Context: an optimization exercise on an open-source flow, tuned for small area and a short achievable clock period. The choices shown serve that exercise and are no tape-out recipe.
Where RTL was checked, it was by simulation tests only, not by an equivalence proof against the original.
No activity file was given, so power comes from the tool's default toggle rates.

// OV7670
module OV7670(
	input Reset,
	output reg [11:0]  PixelData,
	output [14:0] PAddress,
	output reg WPixel,
	input Pclock,
	input Href,
	input Vsync,
	input [7:0] Data,
	output reg [1:0] Promedio,
	output reg [1:0] Forma
);
clock: 8.0 ns
lec_check: 0
cap_margin: 20
core_margin: 2
core_utilization: 40
setup_slack_margin: 5
slew_margin: 20
standard.sh (not shown) runs the stock make flow with config.mk's settings and CLKGATE_MAP_FILE= SYNTH_SCRIPT=/design/flow/synth_recipe.tcl, a recipe that flattens the netlist after the stock synthesis.
==> flow/flow/run.sh <==
#!/bin/bash
# The standard layout, with plain buffers (instead of the default delay
# buffer) on the input and output ports.
set -euo pipefail
bash standard.sh 'BUFFER_PORTS_ARGS=-buffer_cell sky130_fd_sc_hd__buf_2' finish > standard.log 2>&1
==> next run, changes <==
--- a/flow/design.v
+++ b/flow/design.v
@@ -29,50 +29,46 @@
 	input vs_rise,
 	input fall,       
 	input rowclr,     
 	input fresh,
 	input fire,       
 	output reg [11:0] Prom,
 	output reg [7:0] Inc,
 	output reg [7:0] D,
 	output [1:0] shape   
 );
-	reg [5:0] A;      
-	reg [6:0] E;      
-	wire fbk = Prom[11] ^ Prom[5] ^ Prom[3] ^ Prom[0] ^ ~|Prom[10:0];
-	wire [11:0] prom_n = fire ? {Prom[10:0], fbk} : Prom;
+	reg [5:0] A, P;
+	wire [11:0] prom_n;
 	wire [5:0] a_n;
-	wire a_all1;
+	wire prom_all1, a_all1;
+	OV7670_inc #(12) iprom(.q(Prom), .en(fire), .y(prom_n), .all1(prom_all1));
 	OV7670_inc #(6) ia(.q(A), .en(fire), .y(a_n), .all1(a_all1));
-	wire [6:0] e_dec;
-	OV7670_updn #(7) ue(.q(E), .up(1'b0), .dn(fire), .y(e_dec));
-	wire [6:0] e_n = {e_dec[6] ^ (fire & a_all1), e_dec[5:0]};
-	wire up = E[6];
-	wire dn = ~E[6] & (|E[5:0]);
+	wire up, dn;
+	OV7670_gt #(6) cup(.a(A), .b(P), .y(up));
+	OV7670_gt #(6) cdn(.a(P), .b(A), .y(dn));
 	wire [7:0] inc_n;
 	OV7670_updn #(8) uinc(.q(Inc), .up(up), .dn(dn), .y(inc_n));
 	wire inc_is0 = ~|Inc;
 	wire inc_is255 = &Inc;
 	wire d_is0 = ~|D;
 	wire d_zero = fresh | (up & d_is0 & ~inc_is255) | (dn & inc_is0);
 	wire d_full = up & inc_is255;
 	wire [7:0] d_step;
 	OV7670_updn #(8) ud(.q(D), .up(dn), .dn(up), .y(d_step));
 	wire inrange = (Inc > 8'd88) & (Inc < 8'd112);
 	wire dgt12 = (D > 8'd12);
 	assign shape = inrange ? ((fresh | dgt12) ? 2'b10 : 2'b01) : 2'b11;
 	always @(posedge clk) begin
 		Prom <= clr ? 12'd0 : prom_n;
 		A <= (clr | rowclr) ? 6'd0 : a_n;
-		if (clr) E <= 7'd0;
-		else if (rowclr) E <= {1'b0, A};
-		else E <= e_n;
+		if (clr) P <= 6'd0;
+		else if (rowclr) P <= A;
 		if (rst) Inc <= 8'd0;
 		else if (vs_rise) Inc <= 8'd100;
 		else if (fall) Inc <= inc_n;
 		if (fall) D <= d_zero ? 8'd0 : d_full ? 8'd255 : d_step;
 	end
 endmodule
 module OV7670(
 	input Reset,
 	output reg [11:0]  PixelData,
 	output [14:0] PAddress,
@@ -115,28 +111,23 @@
 	wire x_lo15 = &XPixel[3:0];
 	wire [6:0] U = PAhi[10:4];
 	wire [3:0] L = PAhi[3:0];
 	wire [6:0] u_up, u_dn;
 	wire u_all1;
 	OV7670_inc #(7) iu(.q(U), .en(1'b1), .y(u_up), .all1(u_all1));
 	OV7670_updn #(7) du(.q(U), .up(1'b0), .dn(1'b1), .y(u_dn));
 	wire [4:0] li = {1'b0, L} + 5'd1;
 	wire [6:0] ui = li[4] ? (x_all1 ? U : u_up) : (x_all1 ? u_dn : U);
 	wire [10:0] pa_inc = {ui, li[3:0]};
-	wire [3:0] x4 = XPixel[7:4];
-	wire [3:0] lfs = L + 4'd11 - x4;
-	wire [4:0] x4p4 = {1'b0, x4} + 5'd4;
-	wire fup;
-	OV7670_gt #(5) cfu(.a({1'b0, L}), .b(x4p4), .y(fup));
-	wire fdn = ~L[3] & ~L[2] & x4[3] & x4[2] & ((x4[1] & ~L[1]) | ((x4[1] | ~L[1]) & (x4[0] | ~L[0])));
-	wire [6:0] uf = fup ? u_up : fdn ? u_dn : U;
-	wire [4:0] lf = {1'b0, lfs};
+	wire [4:0] dfl = 5'd11 - {1'b0, XPixel[7:4]};
+	wire [4:0] lf = {1'b0, L} + {1'b0, dfl[3:0]};
+	wire [6:0] uf = lf[4] ? (dfl[4] ? U : u_up) : (dfl[4] ? u_dn : U);
 	wire [10:0] pa_fall = y_all1 ? 11'd0 : {uf, lf[3:0]};
 	wire xwin = (XPixel >= 8'd38) & (XPixel <= 8'd136);
 	wire ywin = (YPixel >= 8'd23) & (YPixel <= 8'd121);
 	wire [3:0] dR = Data[7:4];
 	wire [3:0] dG = Data[3:0];
 	wire d_rgtg, d_ggtr;
 	OV7670_gt #(4) c0(.a(dR), .b(dG), .y(d_rgtg));
 	OV7670_gt #(4) c1(.a(dG), .b(dR), .y(d_ggtr));
 	wire d_wpre = ~Reset & hi_byte & xwin & ywin;
 	always @(posedge Pclock) begin
First-iteration DRC count increases by about 22%.
Synthesized area increases by 2.5%.
Clock power increases by about 2.5%.
Combinational power is about the same.
Fmax decreases by about 4%.
Routed wire length increases by 5.0%.
Non-clock buffer count increases by 10.
Clock skew decreases by 9.0 ps.
Cell area increases by about 4%.
Final cell count increases by about 5%.
Synthesized cell count increases by 6.1%.

---

Setup of v6:
Another version of the RTL of OV7670 (not shown whole).
For scale: about 1300 cells after synthesis, roughly 180 flip-flops, ~11000 µm² of cells after synthesis.
==> flow/design.v (excerpt) <==
module OV7670(
	input Reset,
	output reg [11:0]  PixelData,
	output [14:0] PAddress,
	output reg WPixel,
	input Pclock,
	input Href,
	input Vsync,
	input [7:0] Data,
	output reg [1:0] Promedio,
	output reg [1:0] Forma
);
	reg Href_prev, VSync_prev, Sync;
	reg [7:0] XPixel, YPixel;
	reg [10:0] PAhi;             
	reg [1:0] fcol;              
	reg fk;                      
	reg [1:0] cls;               
	reg fresh;                   
	reg gRG, gGR, gRB, gBR, gGB, gBG;  
	assign PAddress = {PAhi, XPixel[3:0]};
	wire vs_rise = Vsync & ~VSync_prev;
	wire fall    = ~Vsync & ~Href & Href_prev;
	wire hi_byte = ~Vsync & Href & ~Sync;
	wire lo_byte = ~Vsync & Href & Sync;
	wire clr = Reset | vs_rise;
	wire [7:0] xp1, yp1;
	wire x_all1, y_all1;
	OV7670_inc #(8) ix(.q(XPixel), .en(1'b1), .y(xp1), .all1(x_all1));
	OV7670_inc #(8) iy(.q(YPixel), .en(1'b1), .y(yp1), .all1(y_all1));
	wire x_ge175 = XPixel[7] & (XPixel[6] | XPixel[5] & (XPixel[4] | (&XPixel[3:0])));
  ...
export LEC_CHECK = 0
export CAP_MARGIN = 20
export CORE_MARGIN = 2
export CORE_UTILIZATION = 40
export SETUP_SLACK_MARGIN = 5
export SLEW_MARGIN = 20
create_clock -name core_clock -period 8.0 [get_ports {Pclock}]
==> flow/flow/run.sh <==
#!/bin/bash
# The standard layout, with plain buffers (instead of the default delay
# buffer) on the input and output ports, and timing repair aimed at a
# setup slack of 5.5 ns.
set -euo pipefail
bash standard.sh 'BUFFER_PORTS_ARGS=-buffer_cell sky130_fd_sc_hd__buf_2' SETUP_SLACK_MARGIN=5.5 finish > standard.log 2>&1
## Diff of input files: v7 against v6
--- a/flow/design.v
+++ b/flow/design.v
@@ -40,27 +40,22 @@
 	reg [5:0] A;      
 	reg [6:0] E;      
 	wire fbk = Prom[11] ^ Prom[5] ^ Prom[3] ^ Prom[0] ^ ~|Prom[10:0];
 	assign prom_step = {Prom[10:0], fbk};
 	wire [11:0] prom_n = fire ? prom_step : Prom;
 	wire [5:0] a_n;
 	wire a_all1;
 	OV7670_inc #(6) ia(.q(A), .en(fire), .y(a_n), .all1(a_all1));
 	wire [6:0] e_dec;
-	OV7670_updn #(7) ue(.q(E), .up(1'b0), .dn(1'b1), .y(e_dec));
-	wire [6:0] E1 = {e_dec[6] ^ a_all1, e_dec[5:0]};
-	wire [6:0] e_n = fire ? E1 : E;
-	wire up0 = E[6];
-	wire dn0 = ~E[6] & (|E[5:0]);
-	wire up1 = E1[6];
-	wire dn1 = ~E1[6] & (|E1[5:0]);
-	wire up = fire ? up1 : up0;
-	wire dn = fire ? dn1 : dn0;
+	OV7670_updn #(7) ue(.q(E), .up(1'b0), .dn(fire), .y(e_dec));
+	wire [6:0] e_n = {e_dec[6] ^ (fire & a_all1), e_dec[5:0]};
+	wire up = e_n[6];
+	wire dn = ~e_n[6] & (|e_n[5:0]);
 	wire [7:0] inc_n;
 	OV7670_updn #(8) uinc(.q(Inc), .up(up), .dn(dn), .y(inc_n));
 	wire inc_is0 = ~|Inc;
 	wire inc_is255 = &Inc;
 	wire d_is0 = ~|D;
 	wire d_zero = fresh | (up & d_is0 & ~inc_is255) | (dn & inc_is0);
 	wire d_full = up & inc_is255;
 	wire [7:0] d_step;
 	OV7670_updn #(8) ud(.q(D), .up(dn), .dn(up), .y(d_step));
@@ -120,26 +115,21 @@
 	wire [6:0] U = PAhi[10:4];
 	wire [3:0] L = PAhi[3:0];
 	wire [6:0] u_up, u_dn;
 	wire u_all1;
 	OV7670_inc #(7) iu(.q(U), .en(1'b1), .y(u_up), .all1(u_all1));
 	OV7670_updn #(7) du(.q(U), .up(1'b0), .dn(1'b1), .y(u_dn));
 	wire [4:0] li = {1'b0, L} + 5'd1;
 	wire [6:0] ui = li[4] ? (x_all1 ? U : u_up) : (x_all1 ? u_dn : U);
 	wire [10:0] pa_inc = {ui, li[3:0]};
-	wire [3:0] x4 = XPixel[7:4];
-	wire [3:0] lfs = L + 4'd11 - x4;
-	wire [4:0] x4p4 = {1'b0, x4} + 5'd4;
-	wire fup;
-	OV7670_gt #(5) cfu(.a({1'b0, L}), .b(x4p4), .y(fup));
-	wire fdn = ~L[3] & ~L[2] & x4[3] & x4[2] & ((x4[1] & ~L[1]) | ((x4[1] | ~L[1]) & (x4[0] | ~L[0])));
-	wire [6:0] uf = fup ? u_up : fdn ? u_dn : U;
-	wire [4:0] lf = {1'b0, lfs};
+	wire [4:0] dfl = 5'd11 - {1'b0, XPixel[7:4]};
+	wire [4:0] lf = {1'b0, L} + {1'b0, dfl[3:0]};
+	wire [6:0] uf = lf[4] ? (dfl[4] ? U : u_up) : (dfl[4] ? u_dn : U);
 	wire [10:0] pa_fall = y_all1 ? 11'd0 : {uf, lf[3:0]};
 	wire xwin = (XPixel >= 8'd38) & (XPixel <= 8'd136);
 	wire ywin = (YPixel >= 8'd23) & (YPixel <= 8'd121);
 	wire [3:0] cR = PixelData[11:8];
 	wire [3:0] cG = PixelData[7:4];
 	wire [3:0] cB = Data[7:4];
 	wire rgtg, ggtr, mgtb, bgtm;
 	OV7670_gt #(4) c0(.a(cR), .b(cG), .y(rgtg));
 	OV7670_gt #(4) c1(.a(cG), .b(cR), .y(ggtr));
[summary]
Looking at HPWL reported at the end of detailed placement across v7 and v6, the one that comes out higher is v6.
The setup slack of v7 is smaller than that of v6.
On sequential share of layout area: between v7 and v6, it ends up lower for v7.
v7 vs v6 on switching part of the total power: v7 is the higher one.
Between v7 and v6, it is v7 whose ratio of total power to cell area is higher, by 1.2 nW/µm².
Against v6, die area in v7 came out better.
v7 vs. v6: fraction of met1 tracks used by global routing went up by 0.88 points, final-layout worst hold slack went up by 4.8 ps.
No functional check of the RTL was part of any run of this note.

[static timing again, ports no longer ideal]
Ports are ideal in the flow. The routed layouts listed here were re-timed in OpenROAD. Step 1 sets driving cells, clkbuf_16 on the clock port and buf_2 on the other inputs (assumed; they add their load-dependent delay and slew). Step 2 also shifts input and output timing later by t, the mid clock arrival at the registers, as if the neighbouring blocks saw the same clock. Three values: no drivers, after step 1, after step 2; two values: the first two.
run | shift t [ns] | setup slack, ns | slew at the worst register clock pin (ns) | worst slew at a driven data input, ns | pins driven straight from the clock port
the first run of note 1 | 0.477 | 5.066 / 5.093 / 4.617 | 0.08 / 0.08 | 0.04 | 1
the second run of note 1 | 0.476 | 4.939 / 4.946 / 4.470 | 0.08 / 0.08 | 0.05 | 1
v6 | 0.479 | 5.077 / 5.077 / 4.845 | 0.08 / 0.08 | 0.09 | 1
v7 | 0.485 | 4.623 / 4.623 / 4.623 | 0.08 / 0.08 | 0.07 | 1
After both steps setup and hold are still met in every run listed. The setup slack of the second run of note 1, which loses most, moves by +0.007 ns with the drivers and by -0.469 ns with both steps.
